Source: an optimization exercise on an open RTL-to-GDS flow (aim: small area). Production flows keep margins and buffers that such runs may drop. The RTL was checked by simulation tests, not by an equivalence proof against the original design.

==> inputs of run B <==
Design avr_cpu, start of the top module:
module avr_cpu (
    input  wire        clk,
    input  wire        rst_n,
    output wire [15:0] pc,
    input  wire [15:0] inst,
    output wire [5:0]  adr,
    output wire        iore,
    output wire        iowe,
    output wire [15:0] ramadr,
    output wire        ramre,
    output wire        ramwe,
    input  wire        cpuwait,
    input  wire [7:0]  dbusin,
    output wire [7:0]  dbusout,
    input  wire [22:0] irqlines,
    output wire        irqack,
    output wire [4:0]  irqackad,
    output wire        sleepi,
    output wire        irqok,
    output wire        globint,
    output wire        wdri,
    output wire [15:0] spm_out,
    output wire        spm_inst,
    input  wire        spm_wait,
    output wire        valid_instr,
    output wire        change_flow
);
Settings: LEC_CHECK=0, CAP_MARGIN=20, CORE_MARGIN=2, CORE_UTILIZATION=60, SLEW_MARGIN=20; clock period 12.0 ns.
standard.sh (not shown) runs the stock make flow with config.mk's settings and CLKGATE_MAP_FILE= SYNTH_SCRIPT=/design/flow/synth_recipe.tcl, a recipe that flattens the netlist after the stock synthesis.
==> flow/flow/run.sh <==
#!/bin/bash
# Own layout flow: the standard ORFS flow (standard.sh, ORFS synthesis with synth_recipe.tcl)
# with these changes:
#  - abc maps the logic with an area-recovering script (flow/abc_speed.script, used in place of
#    ORFS's abc_speed.script through a copy of ORFS's scripts folder); registers are untouched
#  - the buffers abc inserted during synthesis are removed at floorplan (REMOVE_ABC_BUFFERS)
#  - port buffers use the smallest buffer cell (every input and output port still gets one)
#  - CTS: larger sink clusters and no dummy loads
# Each tool's full output is in orfs/logs/...; make's own output goes to flow_make.log.
set -euo pipefail
W=$PWD
rm -rf "$W/orfs_scripts"
cp -r "$FLOW_HOME/scripts" "$W/orfs_scripts"
cp "$W/flow/abc_speed.script" "$W/orfs_scripts/abc_speed.script"
export SCRIPTS_DIR="$W/orfs_scripts"
export REMOVE_ABC_BUFFERS=1
export BUFFER_PORTS_ARGS="-buffer_cell sky130_fd_sc_hd__buf_1"
export CTS_ARGS="-sink_clustering_enable -repair_clock_nets -dont_use_dummy_load -sink_clustering_size 25 -sink_clustering_max_diameter 90"
bash standard.sh finish > flow_make.log 2>&1
test -s out/final.def
==> flow/flow/abc_speed.script <==
&get -n
&st
&dch
&nf
&st
&dch -f
&nf -a
&put
topo
stime -c
upsize -c
dnsize -c
==> inputs of run R, as changes to run B <==
--- a/flow/design.v
+++ b/flow/design.v
@@ -677,22 +677,25 @@
       if (!ireset)
        temp_in_data_current <= {8{1'b0}};
       else 
       begin
        temp_in_data_current <= temp_in_data_next;
       end
    end  
-assign sreg_t_temp = {reg_rd_out[bit_num_r_io], 7'b0000000};
+assign sreg_t_temp[0]   = (bit_num_decode[0]) ? reg_rd_out[0] : 1'b0;
+assign sreg_t_temp[7:1] = (bit_num_decode[7:1] & reg_rd_out[7:1]) | (~bit_num_decode[7:1] & sreg_t_temp[6:0]);
 assign bit_pr_sreg_out_int[6:0] = ({7{idc_bset}} & (~reg_rd_out[6:0])) | ((~{7{idc_bclr}}) & reg_rd_out[6:0]);
 assign bit_pr_sreg_out_int[7] = (idc_bset & (~reg_rd_out[7])) | ((~idc_bclr) & reg_rd_out[7]) | idc_reti;
 assign bit_pr_sreg_out = (idc_bst) ? {bit_pr_sreg_out_int[7], sreg_t_temp[7], bit_pr_sreg_out_int[5:0]} : bit_pr_sreg_out_int;
 assign bit_test_in = (idc_sbis || idc_sbic) ? dbusin : reg_rd_out;
-assign bit_test_mux_out = {bit_test_in[bit_num_r_io], 7'b0000000};					     
+assign bit_test_mux_out[0] = (bit_num_decode[0]) ? bit_test_in[0] : 1'b0;
+assign bit_test_mux_out[7:1] = (bit_num_decode[7:1] & bit_test_in[7:1]) | (~bit_num_decode[7:1] & bit_test_mux_out[6:0]);					     
 assign bit_test_op_out = (bit_test_mux_out[7] & (idc_sbis | idc_sbrs)) | ((~bit_test_mux_out[7]) & (idc_sbic | idc_sbrc)) | (branch_mux[7] & idc_brbs) | ((~branch_mux[7]) & idc_brbc);
-assign branch_mux = {sreg_out[branch], 7'b0000000};			 
+assign branch_mux[0] = (branch_decode[0]) ? sreg_out[0] : 1'b0;
+assign branch_mux[7:1] = (branch_decode[7:1] & sreg_out[7:1]) | (~branch_decode[7:1] & branch_mux[6:0]);			 
 assign bld_op_out = (fn_bit_num_dcd(bit_num_r_io) & {8{sreg_t_flag}}) | (~fn_bit_num_dcd(bit_num_r_io) & reg_rd_out);
 assign branch_decode = fn_bit_num_dcd(branch); 
 assign bit_num_decode = fn_bit_num_dcd(bit_num_r_io); 
  generate
   genvar       i;
    for (i = 0; i < 8; i = i + 1)
     begin : sbi_cbi_dcd_gen
@@ -956,34 +959,34 @@
    assign reg_rr_out    = reg_rr_adr[0] ? rr_pair[15:8] : rr_pair[7:0];
    assign reg_rr_hb_out = rr_pair[15:8];
    assign reg_rd_out = gv[reg_rd_adr*8 +: 8];
    assign reg_z_out = z_reg;
    assign spm_out   = gv[15:0];
    wire h_wr = ~reg_rd_wr & reg_h_wr;
    wire [7:0] odd_data = w_op ? reg_rd_hb_in : reg_rd_in;
-   wire [7:0] xyz_lo_data = h_wr ? reg_h_in[7:0]  : reg_rd_in;
-   wire [7:0] xyz_hi_data = h_wr ? reg_h_in[15:8] : odd_data;
    genvar i;
    generate
       for (i = 0; i < 32; i = i + 1)
       begin : regs
          wire       hsel = (i == 26 || i == 27) ? reg_h_adr[0] :
                            (i == 28 || i == 29) ? reg_h_adr[1] :
                            (i == 30 || i == 31) ? reg_h_adr[2] : 1'b0;
          wire       rd_sel  = (i % 2 == 1) ? (reg_rd_wr & (reg_wr_adr[4:1] == (i / 2)) & (reg_wr_adr[0] | w_op)) :
                                              (reg_rd_wr & (reg_wr_adr == i));
-         wire [7:0] rd_data = (i >= 26) ? ((i % 2 == 1) ? xyz_hi_data : xyz_lo_data) :
-                              (i % 2 == 1) ? odd_data : reg_rd_in;
+         wire [7:0] rd_data = (i % 2 == 1) ? odd_data : reg_rd_in;
          wire       h_sel   = h_wr & hsel;
+         wire [7:0] h_byte  = (i % 2 == 1) ? reg_h_in[15:8] : reg_h_in[7:0];
          reg  [7:0] q;
          always @(posedge cp2 or negedge ireset)
             if (!ireset)
                q <= 8'h00;
-            else if (rd_sel | h_sel)
+            else if (rd_sel)
                q <= rd_data;
+            else if (h_sel)
+               q <= h_byte;
          assign gv[i*8 +: 8] = q;
       end
    endgenerate
 endmodule  
 `timescale 1 ns / 1 ps
 module pm_fetch_dec(
                     cp2, 
@@ -1695,15 +1698,15 @@
       assign pa15_pm = rampz_out[0] & (idc_elpm | idc_elpm_ext | idc_spm);		 
       assign offset_brbx = ((dex_brxx_offset[6] == 1'b0)) ? {10'b0000000000, dex_brxx_offset[5:0]} : 		 
                            {10'b1111111111, dex_brxx_offset[5:0]};		 
       assign offset_rxx = ((dex_adr12mem_s[11] == 1'b0)) ? {5'b00000, dex_adr12mem_s[10:0]} : 		 
                           {5'b11111, dex_adr12mem_s[10:0]};		 
       assign program_counter = {pc_high_current, pc_low_current};
       wire        pc_brbx  = (idc_brbc | idc_brbs) & bit_test_op_out;
-      wire [15:0] pc_addend = (instruction_reg_current[15:11] == 5'b11110) ? offset_brbx : offset_rxx;
+      wire [15:0] pc_addend = (idc_brbc | idc_brbs) ? offset_brbx : offset_rxx;
       wire [15:0] pc_rel;
       wire [15:0] pc_inc;
       StandAdder #(.AdderWidth(16)) pc_adder(.A(program_counter), .B(pc_addend), .CI(1'b0), .S(pc_rel), .CO());
       IncDec #(.W(16)) pc_incr(.A(program_counter), .UP(1'b1), .EN(1'b1), .Y(pc_inc));
       assign program_counter_in = (pc_brbx == 1'b1) ? pc_rel : 		 
                                   ((idc_rjmp | idc_rcall) == 1'b1) ? pc_rel : 		 
                                   ((idc_ijmp | idc_icall) == 1'b1) ? reg_z_out : 		 
@@ -2197,34 +2200,34 @@
        default : spm_st2_next = 1'b0;
     endcase
     njmp_st0_next = ((~njmp_st0_current) & idc_jmp) | (njmp_st0_current & (~jmp_st2_current));
     jmp_st1_next  = (~jmp_st1_current) & (~njmp_st0_current) & idc_jmp;	     
     jmp_st2_next  = (~jmp_st2_current) & jmp_st1_current;
     nrcall_st0_next = ((~nrcall_st0_current) & idc_rcall) | (nrcall_st0_current & (~(rcall_st2_current & (~cpuwait))));
     rcall_st1_next  = ((~rcall_st1_current) & (~nrcall_st0_current) & idc_rcall) | (rcall_st1_current & cpuwait);
-    rcall_st2_next  = cpuwait ? rcall_st2_current : rcall_st1_current;	 
+    rcall_st2_next  = ((~rcall_st2_current) & rcall_st1_current & (~cpuwait)) | (rcall_st2_current & cpuwait);
     nicall_st0_next = ((~nicall_st0_current) & idc_icall) | (nicall_st0_current & (~(icall_st2_current & (~cpuwait))));
     icall_st1_next  = ((~icall_st1_current) & (~nicall_st0_current) & idc_icall) | (icall_st1_current & cpuwait);
-    icall_st2_next  = cpuwait ? icall_st2_current : icall_st1_current;	 
+    icall_st2_next  = ((~icall_st2_current) & icall_st1_current & (~cpuwait)) | (icall_st2_current & cpuwait);
     ncall_st0_next = ((~ncall_st0_current) & idc_call) | (ncall_st0_current & (~(call_st3_current & (~cpuwait))));
     call_st1_next  = (~call_st1_current) & (~ncall_st0_current) & idc_call;
     call_st2_next  = ((~call_st2_current) & call_st1_current) | (call_st2_current & cpuwait);
-    call_st3_next  = cpuwait ? call_st3_current : call_st2_current;	 
+    call_st3_next  = ((~call_st3_current) & call_st2_current & (~cpuwait)) | (call_st3_current & cpuwait);
     nret_st0_next = ((~nret_st0_current) & idc_ret) | (nret_st0_current & (~ret_st3_current));
     ret_st1_next  = ((~ret_st1_current) & (~nret_st0_current) & idc_ret) | (ret_st1_current & cpuwait);
-    ret_st2_next  = cpuwait ? ret_st2_current : ret_st1_current;	 
+    ret_st2_next  = ((~ret_st2_current) & ret_st1_current & (~cpuwait)) | (ret_st2_current & cpuwait);
     ret_st3_next  = (~ret_st3_current) & ret_st2_current & (~cpuwait);
     nreti_st0_next = ((~nreti_st0_current) & idc_reti) | (nreti_st0_current & (~reti_st3_current));
     reti_st1_next  = ((~reti_st1_current) & (~nreti_st0_current) & idc_reti) | (reti_st1_current & cpuwait);
-    reti_st2_next  = cpuwait ? reti_st2_current : reti_st1_current;	 
+    reti_st2_next  = ((~reti_st2_current) & reti_st1_current & (~cpuwait)) | (reti_st2_current & cpuwait);
     reti_st3_next  = (~reti_st3_current) & reti_st2_current & (~cpuwait);
     nirq_st0_next = ((~nirq_st0_current) & irq_start) | (nirq_st0_current & (~(irq_st3_current & (~cpuwait))));
     irq_st1_next = ((~irq_st1_current) & (~nirq_st0_current) & irq_start);
     irq_st2_next = ((~irq_st2_current) & irq_st1_current) | (irq_st2_current & cpuwait);
-    irq_st3_next = cpuwait ? irq_st3_current : irq_st2_current;	 
+    irq_st3_next = ((~irq_st3_current) & irq_st2_current & (~cpuwait)) | (irq_st3_current & cpuwait);
     irqackad_int_next = irq_vector_adr[5:1];  
     rjmp_st_next = idc_rjmp | idc_ijmp | ((idc_brbc | idc_brbs) & bit_test_op_out);
     push_st_next = ((~push_st_current) & idc_push) | (push_st_current & cpuwait);
     pop_st_next = ((~pop_st_current) & idc_pop) | (pop_st_current & cpuwait);
     ld_st_next = ((~ld_st_current) & (idc_ld_x | idc_ld_y | idc_ldd_y | idc_ld_z | idc_ldd_z | idc_lds)) | (ld_st_current & cpuwait);
     st_st_next = ((~st_st_current) & (idc_st_x | idc_st_y | idc_std_y | idc_st_z | idc_std_z | idc_sts)) | (st_st_current & cpuwait);
     bio_st_next = idc_sbi | idc_cbi;
==> flow/flow/run.sh (replaced) <==
#!/bin/bash
# Own layout flow: the standard ORFS flow (standard.sh, unchanged synthesis) with these changes:
#  - port buffers use the smallest buffer cell (every input and output port still gets one)
#  - CTS: larger sink clusters and no dummy loads
# Each tool's full output is in orfs/logs/...; make's own output goes to flow_make.log.
set -euo pipefail
export REMOVE_ABC_BUFFERS=1
export BUFFER_PORTS_ARGS="-buffer_cell sky130_fd_sc_hd__buf_1"
export CTS_ARGS="-sink_clustering_enable -repair_clock_nets -dont_use_dummy_load -sink_clustering_size 30 -sink_clustering_max_diameter 100"
bash standard.sh finish > flow_make.log 2>&1
test -s out/final.def
- CORE_UTILIZATION: 60 -> 50
removed: flow/flow/abc_speed.script
==> comparison table <==
Critical path launch point: run B core.pm_fetch_dec_Inst.reti_st2_current; run R core.pm_fetch_dec_Inst.icall_st1_current
Via density: run B 7.43; run R 7.02
Final Wtd Congestion: run B 1.11; run R 1.12
Fraction of layout cells with a size suffix above 1: run B 5.82%; run R 9.59%
Post-synthesis instance area: run B 31000 um2; run R 35000 um2
Final routed wirelength across all metal layers: run B 141 mm; run R 169 mm
Chip width: run B 231 um; run R 269 um
Status: run B complete, no violations; run R complete, no violations
Total number of vias: run B 33500; run R 36500
Data required time of the critical path: run B 12500 ps; run R 12530 ps
Critical path depth: run B 34; run R 29
Cell at the slowest stage of the critical path: run B nor2b_2; run R and4b_1
Initial Utilization: run B 60.5%; run R 50.7%
Part of the Yosys area used for sequential elements: run B 35.9%; run R 31.8%
WHS: run B 447 ps; run R 446 ps
Worst path setup slack after routing: run B 1680 ps; run R 1750 ps
Most frequent standard cell in the layout excluding fill and tap cells: run B nor2_1; run R nand2_1
Via count of the first global-routing pass: run B 31400; run R 34200
Routed metal-1 wirelength: run B 48.1 mm; run R 61.5 mm
Routed wire per std cell: run B 31.4 um; run R 32.6 um
Number of core rows: run B 83; run R 96
Overall die height: run B 231 um; run R 269 um

-- afterwards: timing with drivers on the ports --
No port has a modelled driver above. Below, the same layouts with a new extraction and two added sets of constraints.
Step 1, drivers: a clkbuf_16 drives clk and a buf_2 each remaining input, both assumed.
Step 2 also shifts input and output timing later by t, the mid clock arrival at the registers, as if the neighbouring blocks saw the same clock.
a / b / c = no drivers / after step 1 / after step 2; a / b = the first two.
run	t (ns)	slack for setup (ns)	clock arrival spread, ns	cell pins on the clock port's net
run B	0.676	1.683 / 1.683 / 1.683	0.078 / 0.079	1
run R	0.690	1.750 / 1.750 / 1.750	0.113 / 0.113	1
After both steps every run listed still meets setup and hold.
